Source: an optimization exercise on an open RTL-to-GDS flow (aim: small area and a short achievable clock period). Production flows keep margins and buffers that such runs may drop.
Only simulation tests tie the RTL to the original design; equivalence was not proved.

==> flow/design.v (outline; a module is shown in full before it is edited, if it fits) <==
// module band_scale: 490 lines
// module eq_mix: 1809 lines
module eq_mix( lft_out, rht_out,
	       POT_LP, POT_B1, POT_B2, POT_B3, POT_HP, VOLUME,
	       lft_LP, rht_LP, lft_B1, rht_B1, lft_B2, rht_B2,
	       lft_B3, rht_B3, lft_HP, rht_HP, clk );
  // ...
==> flow/flow/run.sh <==
#!/bin/bash
# Standard ORFS layout, with one step added after synthesis: flow/polarity.py
# complements full adders (FA(~a,~b,~c) = ~FA(a,b,c)) to remove inverters that
# synthesis leaves around them, and folds inverters into the gates next to them.
# Registers and the rest of the flow are untouched.
set -euo pipefail
R=orfs/results/${FLOW_PLATFORM}/eq_mix/base
bash standard.sh synth > synth.log 2>&1
cp $R/1_2_yosys.v $R/1_2_yosys.standard.v
python3 flow/polarity.py $R/1_2_yosys.standard.v $R/1_2_yosys.pol.v > polarity.log 2>&1
mv $R/1_2_yosys.pol.v $R/1_2_yosys.v
rm -f $R/1_synth.odb $R/1_synth.sdc
# port buffers: a plain buf_2 instead of the delay buffer buffer_ports picks by default
bash standard.sh finish "BUFFER_PORTS_ARGS=-buffer_cell sky130_fd_sc_hd__buf_2" > layout.log 2>&1
==> flow/flow/polarity.py <==
#!/usr/bin/env python3
"""Remove inverters around full adders in a mapped sky130hd netlist.

A full adder is self-dual: FA(~a, ~b, ~c) = (~sum, ~cout).  Synthesis leaves many
inverters between full adders and between full adders and the logic around them.
This script chooses, for each full adder, whether to complement all of its pins,
so that as few inverters as possible are needed, and rewrites the netlist.  The
logic function of every net that is not internal to this rewrite is unchanged.

usage: polarity.py IN.v OUT.v
"""
import re
import sys
from collections import defaultdict

INV_RE = re.compile(r'^sky130_fd_sc_hd__(clk)?inv_\d+$')
FA_RE = re.compile(r'^sky130_fd_sc_hd__fa_\d+$')
OUT_PINS = {'X', 'Y', 'Q', 'Q_N', 'SUM', 'COUT', 'HI', 'LO'}

src = open(sys.argv[1]).read()

inst_re = re.compile(r'^  (sky130_fd_sc_hd__\w+) (\\\S+ |\S+) ?\((.*?)\n  \);\n', re.S | re.M)
pin_re = re.compile(r'\.(\w+)\((.*?)\)(?:,|\s*$)', re.M)

cells = []          # [type, name, {pin: net}]
spans = []
for m in inst_re.finditer(src):
    pins = {}
    for pm in pin_re.finditer(m.group(3)):
        pins[pm.group(1)] = pm.group(2).strip()
    cells.append([m.group(1), m.group(2), pins])
    spans.append((m.start(), m.end()))

header = src[:spans[0][0]]
assert 'sky130_fd_sc_hd__' not in header.split('*/', 1)[-1], 'unparsed cell before the first one'
footer = src[spans[-1][1]:]
between = [src[spans[i][1]:spans[i + 1][0]] for i in range(len(spans) - 1)]
assert all(b.strip() == '' for b in between), 'unexpected text between cells'

# ports
port_nets = set()
for m in re.finditer(r'^\s*(input|output|inout)\s+(\[\d+:\d+\]\s+)?(\S+?)\s*;', header, re.M):
    name = m.group(3)
    if m.group(2):
        hi, lo = map(int, re.findall(r'\d+', m.group(2)))
        for i in range(min(hi, lo), max(hi, lo) + 1):
            port_nets.add(f'{name}[{i}]')
    else:
        port_nets.add(name)

driver = {}
loads = defaultdict(list)   # net -> [(cell index, pin)]
for ci, (typ, name, pins) in enumerate(cells):
    for p, n in pins.items():
        if p in OUT_PINS:
            driver[n] = (ci, p)
        else:
            loads[n].append((ci, p))

is_inv = [bool(INV_RE.match(c[0])) for c in cells]
is_fa = [bool(FA_RE.match(c[0])) for c in cells]


def base_of(net):
    """(base net, polarity): net == base ^ polarity, following inverter chains."""
    pol = 0
    seen = 0
    while net in driver and is_inv[driver[net][0]] and seen < 10:
        net = cells[driver[net][0]][2]['A']
        pol ^= 1
        seen += 1
    return net, pol


# inverters whose output is a port keep their output net; treat them as ordinary cells
fixed_inv = set()
for ci in range(len(cells)):
    if is_inv[ci] and cells[ci][2]['Y'] in port_nets:
        fixed_inv.add(ci)
        is_inv[ci] = False

# loads of every base signal: (cell, pin, polarity of the original connection)
base_loads = defaultdict(list)
for ci, (typ, name, pins) in enumerate(cells):
    if is_inv[ci]:
        continue
    for p, n in pins.items():
        if p in OUT_PINS:
            continue
        b, pol = base_of(n)
        base_loads[b].append((ci, p, pol))

# a base net that is a port, or driven by a fa output that is a port, stays as it is
locked = [False] * len(cells)
for n in port_nets:
    if n in driver and is_fa[driver[n][0]]:
        locked[driver[n][0]] = True

flip = [0] * len(cells)


def native(b):
    """Polarity of the physical driver output of base b relative to its original value."""
    if b in driver and is_fa[driver[b][0]]:
        return flip[driver[b][0]]
    return 0


def cost(b):
    nat = native(b)
    for ci, p, pol in base_loads[b]:
        req = pol ^ (flip[ci] if is_fa[ci] else 0)
        if req != nat:
            return 1
    return 0


def touched(ci):
    out = set()
    for p, n in cells[ci][2].items():
        if p in OUT_PINS:
            out.add(n)
        else:
            out.add(base_of(n)[0])
    return out


fa_list = [ci for ci in range(len(cells)) if is_fa[ci] and not locked[ci]]
before = sum(cost(b) for b in list(base_loads))
for it in range(30):
    changed = 0
    for ci in fa_list:
        bs = touched(ci)
        c0 = sum(cost(b) for b in bs)
        flip[ci] ^= 1
        c1 = sum(cost(b) for b in bs)
        if c1 < c0:
            changed += 1
        else:
            flip[ci] ^= 1
    if not changed:
        break
after = sum(cost(b) for b in list(base_loads))

# rewrite
new_cells = []
inv_of = {}
k = 0
extra_wires = []


def inverted(net):
    global k
    if net not in inv_of:
        k += 1
        out = f'_pol{k}_'
        extra_wires.append(out)
        new_cells.append(['sky130_fd_sc_hd__inv_1', f'_polinv{k}_', {'A': net, 'Y': out}])
        inv_of[net] = out
    return inv_of[net]


for ci, (typ, name, pins) in enumerate(cells):
    if is_inv[ci]:
        continue
    newpins = {}
    for p, n in pins.items():
        if p in OUT_PINS:
            newpins[p] = n
            continue
        b, pol = base_of(n)
        req = pol ^ (flip[ci] if is_fa[ci] else 0)
        newpins[p] = b if req == native(b) else inverted(b)
    new_cells.append([typ, name, newpins])

# a half adder whose two inputs both come through inverters: a^b == ~a^~b and
# a&b == ~(~a|~b), so use xor2 and nor2 on the inverters' inputs instead
inv_in = {}
for typ, name, pins in new_cells:
    if INV_RE.match(typ):
        inv_in[pins['Y']] = pins['A']
ha_swapped = 0
extra = []
for i, (typ, name, pins) in enumerate(new_cells):
    if typ != 'sky130_fd_sc_hd__ha_1':
        continue
    a, b = pins['A'], pins['B']
    if a in inv_in and b in inv_in and a not in port_nets and b not in port_nets:
        na, nb = inv_in[a], inv_in[b]
        new_cells[i] = ['sky130_fd_sc_hd__xor2_1', name, {'A': na, 'B': nb, 'X': pins['SUM']}]
        if 'COUT' in pins:
            cname = name.rstrip() + '_n' + (' ' if name.endswith(' ') else '')
            extra.append(['sky130_fd_sc_hd__nor2_1', cname, {'A': na, 'B': nb, 'Y': pins['COUT']}])
        ha_swapped += 1
new_cells += extra
# drop inverters left without loads
used = defaultdict(int)
for typ, name, pins in new_cells:
    for p, n in pins.items():
        if p not in OUT_PINS:
            used[n] += 1
new_cells = [c for c in new_cells if not (INV_RE.match(c[0]) and used[c[2]['Y']] == 0 and c[2]['Y'] not in port_nets)]

# absorb an inverter into the gate driving it when the inverter is that gate's only load
TWIN = {
    'nand2_1': 'and2_1', 'nor2_1': 'or2_1', 'a21oi_1': 'a21o_1', 'o21ai_0': 'o21a_1',
    'o21ai_1': 'o21a_1', 'o221ai_1': 'o221a_1', 'xnor2_1': 'xor2_1', 'xor2_1': 'xnor2_1',
    'a221oi_1': 'a221o_1', 'nand3_1': 'and3_1', 'o22ai_1': 'o22a_1', 'a31oi_1': 'a31o_1',
    'o211ai_1': 'o211a_1', 'o21bai_1': 'o21ba_1', 'nand4_1': 'and4_1', 'a22oi_1': 'a22o_1',
    'nor3_1': 'or3_1', 'a211oi_1': 'a211o_1', 'a21boi_0': 'a21bo_1', 'nand2b_1': 'and2b_1',
    'nor2b_1': 'or2b_1',
}
P = 'sky130_fd_sc_hd__'
nload = defaultdict(int)
drv_i = {}
for i, (typ, name, pins) in enumerate(new_cells):
    for p, n in pins.items():
        if p in OUT_PINS:
            drv_i[n] = i
        else:
            nload[n] += 1
dead = set()
modified = set()
absorbed = 0
for i, (typ, name, pins) in enumerate(new_cells):
    if not INV_RE.match(typ):
        continue
    a, y = pins['A'], pins['Y']
    if a not in drv_i or nload[a] != 1 or a in port_nets:
        continue
    j = drv_i[a]
    if j in dead or j in modified:
        continue
    modified.add(j)
    dt, dn, dp = new_cells[j]
    short = dt[len(P):]
    if short in TWIN:
        outp = 'Y' if 'Y' in dp else 'X'
        # output pin of the twin: X for the non-inverting ones, Y for xnor2
        twin = TWIN[short]
        np = {p: n for p, n in dp.items() if p != outp}
        np['Y' if twin == 'xnor2_1' else 'X'] = y
        new_cells[j] = [P + twin, dn, np]
        dead.add(i)
        absorbed += 1
    elif short == 'ha_1':
        if dp.get('SUM') == a:
            g1 = [P + 'xnor2_1', dn, {'A': dp['A'], 'B': dp['B'], 'Y': y}]
            g2 = [P + 'and2_1', dn.rstrip() + '_c' + (' ' if dn.endswith(' ') else ''), {'A': dp['A'], 'B': dp['B'], 'X': dp['COUT']}]
        else:
            g1 = [P + 'xor2_1', dn, {'A': dp['A'], 'B': dp['B'], 'X': dp['SUM']}]
            g2 = [P + 'nand2_1', dn.rstrip() + '_c' + (' ' if dn.endswith(' ') else ''), {'A': dp['A'], 'B': dp['B'], 'Y': y}]
        new_cells[j] = g1
        new_cells.append(g2)
        dead.add(i)
        absorbed += 1
new_cells = [c for i, c in enumerate(new_cells) if i not in dead]

# a removed inverter's output net may still be a port: make sure every port is driven
drv_new = {}
for typ, name, pins in new_cells:
    for p, n in pins.items():
        if p in OUT_PINS:
            drv_new[n] = name
for n in port_nets:
    if n in driver and n not in drv_new:
        raise SystemExit(f'port {n} lost its driver')


def fmt(n):
    return n + ' ' if n.startswith('\\') else n


out = [header]
for typ, name, pins in new_cells:
    items = list(pins.items())
    body = ',\n'.join(f'    .{p}({fmt(n)})' for p, n in items)
    out.append(f'  {typ} {name}{"" if name.endswith(" ") else " "}(\n{body}\n  );\n')
out.append(footer)
text = ''.join(out)
decl = ''.join(f'  wire {w};\n' for w in extra_wires)
# put the new wire declarations before the first cell
first = text.index('  sky130_fd_sc_hd__')
text = text[:first] + decl + text[first:]
open(sys.argv[2], 'w').write(text)
n_inv_before = sum(1 for c in cells if INV_RE.match(c[0]))
n_inv_after = sum(1 for c in new_cells if INV_RE.match(c[0]))
print(f'polarity: {sum(flip)} of {len(fa_list)} full adders complemented; '
      f'inverters {n_inv_before} -> {n_inv_after} (bases needing one {before} -> {after}); '
      f'{absorbed} absorbed into the gate driving them; {ha_swapped} half adders fed by inverters '
      'rebuilt as xor2+nor2')
==> flow/standard.sh <==
#!/bin/bash
# synth_recipe.tcl (not shown) runs the flow's synth.tcl, then flattens the netlist and writes it again
# the make line also repeats each setting of config.mk as NAME=value (left out here)
make -C /OpenROAD-flow-scripts/flow DESIGN_CONFIG=/design/flow/config.mk WORK_HOME=/design/flow/orfs CLKGATE_MAP_FILE= SYNTH_SCRIPT=/design/flow/synth_recipe.tcl "${@:-finish}"
==> flow/config.mk <==
export PLATFORM = sky130hd
export DESIGN_NAME = eq_mix
export DESIGN_NICKNAME = eq_mix
export VERILOG_FILES = /design/flow/design.v
export SDC_FILE = /design/flow/constraint.sdc
export NUM_CORES = 4
export LEC_CHECK = 0
export ABC_AREA = 1
export CAP_MARGIN = 20
export CORE_MARGIN = 2
export CORE_UTILIZATION = 45
export PLACE_DENSITY = 0.6
export SETUP_SLACK_MARGIN = 3.0
export SLEW_MARGIN = 20
==> flow/constraint.sdc <==
create_clock -name core_clock -period 12.0 [get_ports {clk}]
set_input_delay 2.4000 -clock core_clock [delete_from_list [all_inputs] [get_ports {clk}]]
set_output_delay 2.4000 -clock core_clock [all_outputs]
set_load 0.01 [all_outputs]
==> impl_metrics.py, run 1 <==
metrics = {
    "drt": {
        "drtAntennaViolNets": 0,
        "drtIter0Drc": 7510,
        "routed_wl_um": 228000,
        "vias_per_cell": 6.229,
    },
    "clocking": {
        "cts.sinks": 132,
        "clock_latency_ns": 0.52,
        "root_buffer": "clkbuf_16",
        "cts_setup_buffers": 58,
        "cts_resized": 246,
        "clk_pin_slew_ns": 0.06,
    },
    "die": {
        "start_util": 0.4528,
        "nWellTaps": 1781,
    },
    "global_routing": {
        "grt_usage": 0.3196,
    },
    "final_layout": {
        "final_util": 0.4975,
        "n_clock_buffer": 20,
        "drive_above_1_share": 0.1179,
        "stdcell_area_um2": 67220,
        "syn_to_final_growth_pct": 9.874,
        "area_dominant_class": "multi-input combinational cells",
        "regArea_um2": 2758,
        "num_antenna_cells": 4,
        "sh_seq_area": 0.04102,
    },
    "placement": {
        "dp_hpwl_um": 176400,
        "io_buffer_count": 264,
    },
    "worst_setup_path": {
        "crit_buf_inv": 3,
        "worst_ep_required_time_ns": 9.60,
        "critical_path.max_fanout": 6,
        "cpLargestDelayFamily": "adder cells",
        "slowest_delay_ns": 0.59,
        "crit_top_cell": "fa_1",
    },
    "logic_synthesis": {
        "syn_area_per_cell_um2": 7.550,
    },
    "outcome": {
        "status": "no timing/DRC/antenna violations",
    },
    "sta": {
        "relSlewSlack": 0.1985,
        "max_freq_mhz": 108.6,
        "tns_ns": 0,
        "fin_skew_ns": 0.01711,
    },
    "worst_hold_path": {
        "holdPathEnd": "lft_sb[17]",
    },
}
==> inputs of run 2 (changes only) <==
--- a/flow/design.v
+++ b/flow/design.v
@@ -378,117 +378,85 @@
 wire cp_g21_1 = cp_g21_0 | (cp_p21_0 & cp_g20_0);
 wire cp_p21_1 = cp_p21_0 & cp_p20_0;
 wire cp_g23_1 = cp_g23_0 | (cp_p23_0 & cp_g22_0);
 wire cp_p23_1 = cp_p23_0 & cp_p22_0;
 wire cp_g25_1 = cp_g25_0 | (cp_p25_0 & cp_g24_0);
 wire cp_p25_1 = cp_p25_0 & cp_p24_0;
 wire cp_g27_1 = cp_g27_0 | (cp_p27_0 & cp_g26_0);
 wire cp_p27_1 = cp_p27_0 & cp_p26_0;
-wire cp_g2_2 = cp_g2_0 | (cp_p2_0 & cp_g1_1);
-wire cp_p2_2 = cp_p2_0 & cp_p1_1;
 wire cp_g3_2 = cp_g3_1 | (cp_p3_1 & cp_g1_1);
 wire cp_p3_2 = cp_p3_1 & cp_p1_1;
-wire cp_g6_2 = cp_g6_0 | (cp_p6_0 & cp_g5_1);
-wire cp_p6_2 = cp_p6_0 & cp_p5_1;
 wire cp_g7_2 = cp_g7_1 | (cp_p7_1 & cp_g5_1);
 wire cp_p7_2 = cp_p7_1 & cp_p5_1;
-wire cp_g10_2 = cp_g10_0 | (cp_p10_0 & cp_g9_1);
-wire cp_p10_2 = cp_p10_0 & cp_p9_1;
 wire cp_g11_2 = cp_g11_1 | (cp_p11_1 & cp_g9_1);
 wire cp_p11_2 = cp_p11_1 & cp_p9_1;
-wire cp_g14_2 = cp_g14_0 | (cp_p14_0 & cp_g13_1);
-wire cp_p14_2 = cp_p14_0 & cp_p13_1;
 wire cp_g15_2 = cp_g15_1 | (cp_p15_1 & cp_g13_1);
 wire cp_p15_2 = cp_p15_1 & cp_p13_1;
-wire cp_g18_2 = cp_g18_0 | (cp_p18_0 & cp_g17_1);
-wire cp_p18_2 = cp_p18_0 & cp_p17_1;
 wire cp_g19_2 = cp_g19_1 | (cp_p19_1 & cp_g17_1);
 wire cp_p19_2 = cp_p19_1 & cp_p17_1;
-wire cp_g22_2 = cp_g22_0 | (cp_p22_0 & cp_g21_1);
-wire cp_p22_2 = cp_p22_0 & cp_p21_1;
 wire cp_g23_2 = cp_g23_1 | (cp_p23_1 & cp_g21_1);
 wire cp_p23_2 = cp_p23_1 & cp_p21_1;
-wire cp_g26_2 = cp_g26_0 | (cp_p26_0 & cp_g25_1);
-wire cp_p26_2 = cp_p26_0 & cp_p25_1;
 wire cp_g27_2 = cp_g27_1 | (cp_p27_1 & cp_g25_1);
 wire cp_p27_2 = cp_p27_1 & cp_p25_1;
-wire cp_g4_3 = cp_g4_0 | (cp_p4_0 & cp_g3_2);
-wire cp_p4_3 = cp_p4_0 & cp_p3_2;
-wire cp_g5_3 = cp_g5_1 | (cp_p5_1 & cp_g3_2);
-wire cp_p5_3 = cp_p5_1 & cp_p3_2;
-wire cp_g6_3 = cp_g6_2 | (cp_p6_2 & cp_g3_2);
-wire cp_p6_3 = cp_p6_2 & cp_p3_2;
 wire cp_g7_3 = cp_g7_2 | (cp_p7_2 & cp_g3_2);
 wire cp_p7_3 = cp_p7_2 & cp_p3_2;
-wire cp_g12_3 = cp_g12_0 | (cp_p12_0 & cp_g11_2);
-wire cp_p12_3 = cp_p12_0 & cp_p11_2;
-wire cp_g13_3 = cp_g13_1 | (cp_p13_1 & cp_g11_2);
-wire cp_p13_3 = cp_p13_1 & cp_p11_2;
-wire cp_g14_3 = cp_g14_2 | (cp_p14_2 & cp_g11_2);
-wire cp_p14_3 = cp_p14_2 & cp_p11_2;
 wire cp_g15_3 = cp_g15_2 | (cp_p15_2 & cp_g11_2);
 wire cp_p15_3 = cp_p15_2 & cp_p11_2;
-wire cp_g20_3 = cp_g20_0 | (cp_p20_0 & cp_g19_2);
-wire cp_p20_3 = cp_p20_0 & cp_p19_2;
-wire cp_g21_3 = cp_g21_1 | (cp_p21_1 & cp_g19_2);
-wire cp_p21_3 = cp_p21_1 & cp_p19_2;
-wire cp_g22_3 = cp_g22_2 | (cp_p22_2 & cp_g19_2);
-wire cp_p22_3 = cp_p22_2 & cp_p19_2;
 wire cp_g23_3 = cp_g23_2 | (cp_p23_2 & cp_g19_2);
 wire cp_p23_3 = cp_p23_2 & cp_p19_2;
-wire cp_g8_4 = cp_g8_0 | (cp_p8_0 & cp_g7_3);
-wire cp_p8_4 = cp_p8_0 & cp_p7_3;
-wire cp_g9_4 = cp_g9_1 | (cp_p9_1 & cp_g7_3);
-wire cp_p9_4 = cp_p9_1 & cp_p7_3;
-wire cp_g10_4 = cp_g10_2 | (cp_p10_2 & cp_g7_3);
-wire cp_p10_4 = cp_p10_2 & cp_p7_3;
-wire cp_g11_4 = cp_g11_2 | (cp_p11_2 & cp_g7_3);
-wire cp_p11_4 = cp_p11_2 & cp_p7_3;
-wire cp_g12_4 = cp_g12_3 | (cp_p12_3 & cp_g7_3);
-wire cp_p12_4 = cp_p12_3 & cp_p7_3;
-wire cp_g13_4 = cp_g13_3 | (cp_p13_3 & cp_g7_3);
-wire cp_p13_4 = cp_p13_3 & cp_p7_3;
-wire cp_g14_4 = cp_g14_3 | (cp_p14_3 & cp_g7_3);
-wire cp_p14_4 = cp_p14_3 & cp_p7_3;
 wire cp_g15_4 = cp_g15_3 | (cp_p15_3 & cp_g7_3);
 wire cp_p15_4 = cp_p15_3 & cp_p7_3;
-wire cp_g24_4 = cp_g24_0 | (cp_p24_0 & cp_g23_3);
-wire cp_p24_4 = cp_p24_0 & cp_p23_3;
-wire cp_g25_4 = cp_g25_1 | (cp_p25_1 & cp_g23_3);
-wire cp_p25_4 = cp_p25_1 & cp_p23_3;
-wire cp_g26_4 = cp_g26_2 | (cp_p26_2 & cp_g23_3);
-wire cp_p26_4 = cp_p26_2 & cp_p23_3;
-wire cp_g27_4 = cp_g27_2 | (cp_p27_2 & cp_g23_3);
-wire cp_p27_4 = cp_p27_2 & cp_p23_3;
-wire cp_g16_5 = cp_g16_0 | (cp_p16_0 & cp_g15_4);
-wire cp_p16_5 = cp_p16_0 & cp_p15_4;
-wire cp_g17_5 = cp_g17_1 | (cp_p17_1 & cp_g15_4);
-wire cp_p17_5 = cp_p17_1 & cp_p15_4;
-wire cp_g18_5 = cp_g18_2 | (cp_p18_2 & cp_g15_4);
-wire cp_p18_5 = cp_p18_2 & cp_p15_4;
-wire cp_g19_5 = cp_g19_2 | (cp_p19_2 & cp_g15_4);
-wire cp_p19_5 = cp_p19_2 & cp_p15_4;
-wire cp_g20_5 = cp_g20_3 | (cp_p20_3 & cp_g15_4);
-wire cp_p20_5 = cp_p20_3 & cp_p15_4;
-wire cp_g21_5 = cp_g21_3 | (cp_p21_3 & cp_g15_4);
-wire cp_p21_5 = cp_p21_3 & cp_p15_4;
-wire cp_g22_5 = cp_g22_3 | (cp_p22_3 & cp_g15_4);
-wire cp_p22_5 = cp_p22_3 & cp_p15_4;
-wire cp_g23_5 = cp_g23_3 | (cp_p23_3 & cp_g15_4);
-wire cp_p23_5 = cp_p23_3 & cp_p15_4;
-wire cp_g24_5 = cp_g24_4 | (cp_p24_4 & cp_g15_4);
-wire cp_p24_5 = cp_p24_4 & cp_p15_4;
-wire cp_g25_5 = cp_g25_4 | (cp_p25_4 & cp_g15_4);
-wire cp_p25_5 = cp_p25_4 & cp_p15_4;
-wire cp_g26_5 = cp_g26_4 | (cp_p26_4 & cp_g15_4);
-wire cp_p26_5 = cp_p26_4 & cp_p15_4;
-wire cp_g27_5 = cp_g27_4 | (cp_p27_4 & cp_g15_4);
-wire cp_p27_5 = cp_p27_4 & cp_p15_4;
-wire [27:0] p = {(cp_p27_0 ^ cp_g26_5), (cp_p26_0 ^ cp_g25_5), (cp_p25_0 ^ cp_g24_5), (cp_p24_0 ^ cp_g23_5), (cp_p23_0 ^ cp_g22_5), (cp_p22_0 ^ cp_g21_5), (cp_p21_0 ^ cp_g20_5), (cp_p20_0 ^ cp_g19_5), (cp_p19_0 ^ cp_g18_5), (cp_p18_0 ^ cp_g17_5), (cp_p17_0 ^ cp_g16_5), (cp_p16_0 ^ cp_g15_4), (cp_p15_0 ^ cp_g14_4), (cp_p14_0 ^ cp_g13_4), (cp_p13_0 ^ cp_g12_4), (cp_p12_0 ^ cp_g11_4), (cp_p11_0 ^ cp_g10_4), (cp_p10_0 ^ cp_g9_4), (cp_p9_0 ^ cp_g8_4), (cp_p8_0 ^ cp_g7_3), (cp_p7_0 ^ cp_g6_3), (cp_p6_0 ^ cp_g5_3), (cp_p5_0 ^ cp_g4_3), (cp_p4_0 ^ cp_g3_2), (cp_p3_0 ^ cp_g2_2), (cp_p2_0 ^ cp_g1_1), (cp_p1_0 ^ cp_g0_0), cp_p0_0};
+wire cp_g23_7 = cp_g23_3 | (cp_p23_3 & cp_g15_4);
+wire cp_p23_7 = cp_p23_3 & cp_p15_4;
+wire cp_g11_8 = cp_g11_2 | (cp_p11_2 & cp_g7_3);
+wire cp_p11_8 = cp_p11_2 & cp_p7_3;
+wire cp_g19_8 = cp_g19_2 | (cp_p19_2 & cp_g15_4);
+wire cp_p19_8 = cp_p19_2 & cp_p15_4;
+wire cp_g27_8 = cp_g27_2 | (cp_p27_2 & cp_g23_7);
+wire cp_p27_8 = cp_p27_2 & cp_p23_7;
+wire cp_g5_9 = cp_g5_1 | (cp_p5_1 & cp_g3_2);
+wire cp_p5_9 = cp_p5_1 & cp_p3_2;
+wire cp_g9_9 = cp_g9_1 | (cp_p9_1 & cp_g7_3);
+wire cp_p9_9 = cp_p9_1 & cp_p7_3;
+wire cp_g13_9 = cp_g13_1 | (cp_p13_1 & cp_g11_8);
+wire cp_p13_9 = cp_p13_1 & cp_p11_8;
+wire cp_g17_9 = cp_g17_1 | (cp_p17_1 & cp_g15_4);
+wire cp_p17_9 = cp_p17_1 & cp_p15_4;
+wire cp_g21_9 = cp_g21_1 | (cp_p21_1 & cp_g19_8);
+wire cp_p21_9 = cp_p21_1 & cp_p19_8;
+wire cp_g25_9 = cp_g25_1 | (cp_p25_1 & cp_g23_7);
+wire cp_p25_9 = cp_p25_1 & cp_p23_7;
+wire cp_g2_10 = cp_g2_0 | (cp_p2_0 & cp_g1_1);
+wire cp_p2_10 = cp_p2_0 & cp_p1_1;
+wire cp_g4_10 = cp_g4_0 | (cp_p4_0 & cp_g3_2);
+wire cp_p4_10 = cp_p4_0 & cp_p3_2;
+wire cp_g6_10 = cp_g6_0 | (cp_p6_0 & cp_g5_9);
+wire cp_p6_10 = cp_p6_0 & cp_p5_9;
+wire cp_g8_10 = cp_g8_0 | (cp_p8_0 & cp_g7_3);
+wire cp_p8_10 = cp_p8_0 & cp_p7_3;
+wire cp_g10_10 = cp_g10_0 | (cp_p10_0 & cp_g9_9);
+wire cp_p10_10 = cp_p10_0 & cp_p9_9;
+wire cp_g12_10 = cp_g12_0 | (cp_p12_0 & cp_g11_8);
+wire cp_p12_10 = cp_p12_0 & cp_p11_8;
+wire cp_g14_10 = cp_g14_0 | (cp_p14_0 & cp_g13_9);
+wire cp_p14_10 = cp_p14_0 & cp_p13_9;
+wire cp_g16_10 = cp_g16_0 | (cp_p16_0 & cp_g15_4);
+wire cp_p16_10 = cp_p16_0 & cp_p15_4;
+wire cp_g18_10 = cp_g18_0 | (cp_p18_0 & cp_g17_9);
+wire cp_p18_10 = cp_p18_0 & cp_p17_9;
+wire cp_g20_10 = cp_g20_0 | (cp_p20_0 & cp_g19_8);
+wire cp_p20_10 = cp_p20_0 & cp_p19_8;
+wire cp_g22_10 = cp_g22_0 | (cp_p22_0 & cp_g21_9);
+wire cp_p22_10 = cp_p22_0 & cp_p21_9;
+wire cp_g24_10 = cp_g24_0 | (cp_p24_0 & cp_g23_7);
+wire cp_p24_10 = cp_p24_0 & cp_p23_7;
+wire cp_g26_10 = cp_g26_0 | (cp_p26_0 & cp_g25_9);
+wire cp_p26_10 = cp_p26_0 & cp_p25_9;
+wire [27:0] p = {(cp_p27_0 ^ cp_g26_10), (cp_p26_0 ^ cp_g25_9), (cp_p25_0 ^ cp_g24_10), (cp_p24_0 ^ cp_g23_7), (cp_p23_0 ^ cp_g22_10), (cp_p22_0 ^ cp_g21_9), (cp_p21_0 ^ cp_g20_10), (cp_p20_0 ^ cp_g19_8), (cp_p19_0 ^ cp_g18_10), (cp_p18_0 ^ cp_g17_9), (cp_p17_0 ^ cp_g16_10), (cp_p16_0 ^ cp_g15_4), (cp_p15_0 ^ cp_g14_10), (cp_p14_0 ^ cp_g13_9), (cp_p13_0 ^ cp_g12_10), (cp_p12_0 ^ cp_g11_8), (cp_p11_0 ^ cp_g10_10), (cp_p10_0 ^ cp_g9_9), (cp_p9_0 ^ cp_g8_10), (cp_p8_0 ^ cp_g7_3), (cp_p7_0 ^ cp_g6_10), (cp_p6_0 ^ cp_g5_9), (cp_p5_0 ^ cp_g4_10), (cp_p4_0 ^ cp_g3_2), (cp_p3_0 ^ cp_g2_10), (cp_p2_0 ^ cp_g1_1), (cp_p1_0 ^ cp_g0_0), cp_p0_0};
 wire sat_pos = ~p[27] & (p[26] | p[25]);
 wire sat_neg = p[27] & ~(p[26] & p[25]);
 assign scaled = sat_pos ? 16'h7FFF : sat_neg ? 16'h8000 : p[25:10];
 endmodule
 module eq_mix( lft_out, rht_out,
 	       POT_LP, POT_B1, POT_B2, POT_B3, POT_HP, VOLUME,
 	       lft_LP, rht_LP, lft_B1, rht_B1, lft_B2, rht_B2,
 	       lft_B3, rht_B3, lft_HP, rht_HP, clk );
==> flow/flow/run.sh (replaced) <==
#!/bin/bash
# Standard ORFS layout, with one step added after synthesis: flow/polarity.py
# complements full adders (FA(~a,~b,~c) = ~FA(a,b,c)) to remove inverters that
# synthesis leaves around them.  Registers and the rest of the flow are untouched.
set -euo pipefail
R=orfs/results/${FLOW_PLATFORM}/eq_mix/base
bash standard.sh synth > synth.log 2>&1
cp $R/1_2_yosys.v $R/1_2_yosys.standard.v
python3 flow/polarity.py $R/1_2_yosys.standard.v $R/1_2_yosys.pol.v > polarity.log 2>&1
mv $R/1_2_yosys.pol.v $R/1_2_yosys.v
rm -f $R/1_synth.odb $R/1_synth.sdc
bash standard.sh finish > layout.log 2>&1
==> run 2 against run 1 <==
Critical path type is now input port to primary output. Die area shrank 2.2%. Sequential share of layout area shrank 0.19 points. Clock skew grew 0.018 ns. Final area is 4.7% higher. Global-route usage is 1.0 points higher. Cell count down 5.5%. Hold slack lost 0.043 ns. Flip-flop and latch count unchanged. First-iteration DRC count decreased by 6.4%. Clock-buffer cell count fell by 3. Still clean.
==> impl_metrics.py, run 2 <==
metrics = {
    "outcome": {
        "status": "no timing/DRC/antenna violations",
    },
    "sta": {
        "hold_violations": 0,
        "relSlewSlack": 0.2007,
        "max_freq_mhz": 108.8,
        "slew_violations": 0,
        "period_share": 0.7661,
        "final.setup.worst_slack_ns": 2.807,
        "whs_ns": 1.402,
        "fin_skew_ns": 0.03489,
        "worst_slew_pin_slew_ns": 1.198,
        "setup_violations": 0,
        "min_period_ns": 9.193,
        "rsz0062_at_grt": "yes",
        "tns_ns": 0,
    },
    "drt": {
        "dr.pass1.iters": 8,
        "num_vias": 59560,
        "wl_per_cell_um": 24.40,
        "drc_errors": 0,
        "routed_wl_um": 230200,
        "drtAntennaViolNets": 0,
        "drtIter0Drc": 7030,
        "vias_per_cell": 6.313,
    },
    "worst_hold_path": {
        "min_from": "G_HP[11]",
        "hold_path.class": "flip-flop to flip-flop",
    },
    "worst_setup_path": {
        "critical_path.max_fanout": 15,
        "cp.arrival_ns": 6.79,
        "worst_ep_required_time_ns": 9.60,
        "critPathKind": "input port to primary output",
        "end_kind": "primary output",
        "worstSetupStartpointType": "input port",
        "startpoint": "VOLUME[11]",
        "reg2reg_from": "G_B2[4]",
    },
    "clocking": {
        "cts_buffer_depth": 2,
        "clk_pin_slew_ns": 0.09,
        "cts_tree": "done",
        "clock_latency_ns": 0.55,
        "cts_max_level": 4,
        "cts_buffers": 17,
        "root_buffer": "clkbuf_16",
        "cts.sinks": 132,
    },
    "die": {
        "start_util": 0.4543,
        "dieArea_um2": 135800,
        "core_area_um2": 131600,
        "die_x_um": 368.5,
        "die_h_um": 368.5,
        "row_count": 133,
        "ios": 325,
    },
    "final_layout": {
        "nNetsFinal": 9355,
        "final_common_cell": "nand2_1",
        "syn_to_final_growth_pct": 17.65,
        "drive_above_1_share": 0.1644,
        "layout.cells.most_common_list": "1,121 x nand2_1, 932 x fa_1, 781 x inv_1",
    },
    "global_routing": {
        "antenna_found_initial": 1,
        "grt_overflow": 0,
        "grt_usage": 0.3297,
        "grt_pass1_wl_um": 348800,
        "grt_start_max_net_pins": 35,
        "grt_pass1_vias": 58090,
    },
    "logic_synthesis": {
        "syn_inst": 7437,
        "synth_area_um2": 59800,
        "syn_area_per_cell_um2": 8.041,
        "synth_nets": 9127,
        "yosys_warnings": 1,
    },
    "run": {
        "max-cap-violations": 0,
    },
    "placement": {
        "io_buffer_count": 264,
        "dp_hpwl_um": 174100,
        "place.gp.congestion": 0.9785,
        "place_ws_ns": 1.335,
    },
}
run 2: area by class of cell:
| class | instances | area [um2] |
|---|---|---|
| timing repair inverter | 11 | 80.08 |
| timing repair buffer | 627 | 5585 |
| antenna | 2 | 5.005 |
| clock inverter | 15 | 178.9 |
| fill | 12340 | 61270 |
| tap | 1755 | 2196 |
| inverter | 888 | 3430 |
| multi-input combinational | 5988 | 55700 |
| sequential | 132 | 2753 |
| clock buffer | 17 | 425.4 |
run 2: worst max-delay path, stage by stage:
cell and delay [ns]:
clkdlybuf4s50_1 0.51, inv_1 0.08, nor2_2 0.12, buf_4 0.34
a21oi_1 0.20, fa_1 0.46, fa_1 0.49, fa_1 0.52
xor2_2 0.18, a21o_1 0.18, a21oi_2 0.16, nor2_2 0.06
a211oi_4 0.24, buf_6 0.17, nand2_8 0.07, buf_6 0.14
nand3_4 0.07, nand2_4 0.06, xor2_4 0.20, buf_6 0.13
run 2: metrics by stage:
step | utilization | std cells | cell area (um2)
4_1_cts | 0.5113 | 9331 | 67300
2_1_floorplan | - | 7437 | 59800
5_1_grt | 0.5345 | 9434 | 70360
6_report | 0.5345 | 9435 | 70360
3_5_place_dp | 0.4869 | 9173 | 64090
3_3_place_gp | 0.4869 | 9173 | 64090
run 2: what timing repair did:
action	in CTS	in global routing
buffers inserted	118	95
pin swaps	126	188
cloned	8	6
setup endpoints to repair	100	100
hold buffers	0	0
gates resized for setup	640	615
run 2: metal layers:
| metal | global-route usage | share of wire |
|---|---|---|
| met4 | 0.1301 | 0.045 |
| met2 | 0.5015 | 0.44 |
| met3 | 0.05686 | 0.10 |
| met1 | 0.4655 | 0.42 |
| met5 | 0 | 0 |
run 2: path summary, 6_finish.rpt:
| check | endpoint | slack [ns] | depth (start not counted) |
|---|---|---|---|
| worst max-delay path | rht_out[14] | 2.81 | 20 |
| worst min-delay path | rht_sb[17] | 1.40 | 4 |
| worst max register to register | rht_sb[4] | 3.36 | 32 |
| worst min register to register | rht_sb[17] | 1.40 | 4 |

## port drivers added, routing unchanged
In the flow no input, the clock included, has a driving cell. The finished layouts below were timed again as built, in two steps. Step 1: set_driving_cell puts a clkbuf_16 on clk and a buf_2 on each other input, an assumption about the parent block. Step 2 adds t to the input delays and takes it off the output delays; t is the mean of the earliest and latest rising clock arrival at the registers after step 1. Input paths then give back, and output paths get back, about the clock's delay inside the block. Slacks: no drivers / after step 1 / after step 2; pairs: no drivers / after step 1.
| run | t, ns | slack for setup (ns) | hold slack, ns | worst register clock-pin slew, ns |
|---|---|---|---|---|
| run 1 | 0.577 | 2.794 / 2.728 / 2.869 | 1.445 / 1.445 / 1.445 | 0.08 / 0.08 |
| run 2 | 0.594 | 2.807 / 2.764 / 2.624 | 1.402 / 1.402 / 1.402 | 0.10 / 0.10 |
After both steps every run listed still meets setup and hold. For run 2, which loses most, drivers alone change the setup slack by -0.043 ns; drivers and shift together by -0.183 ns.
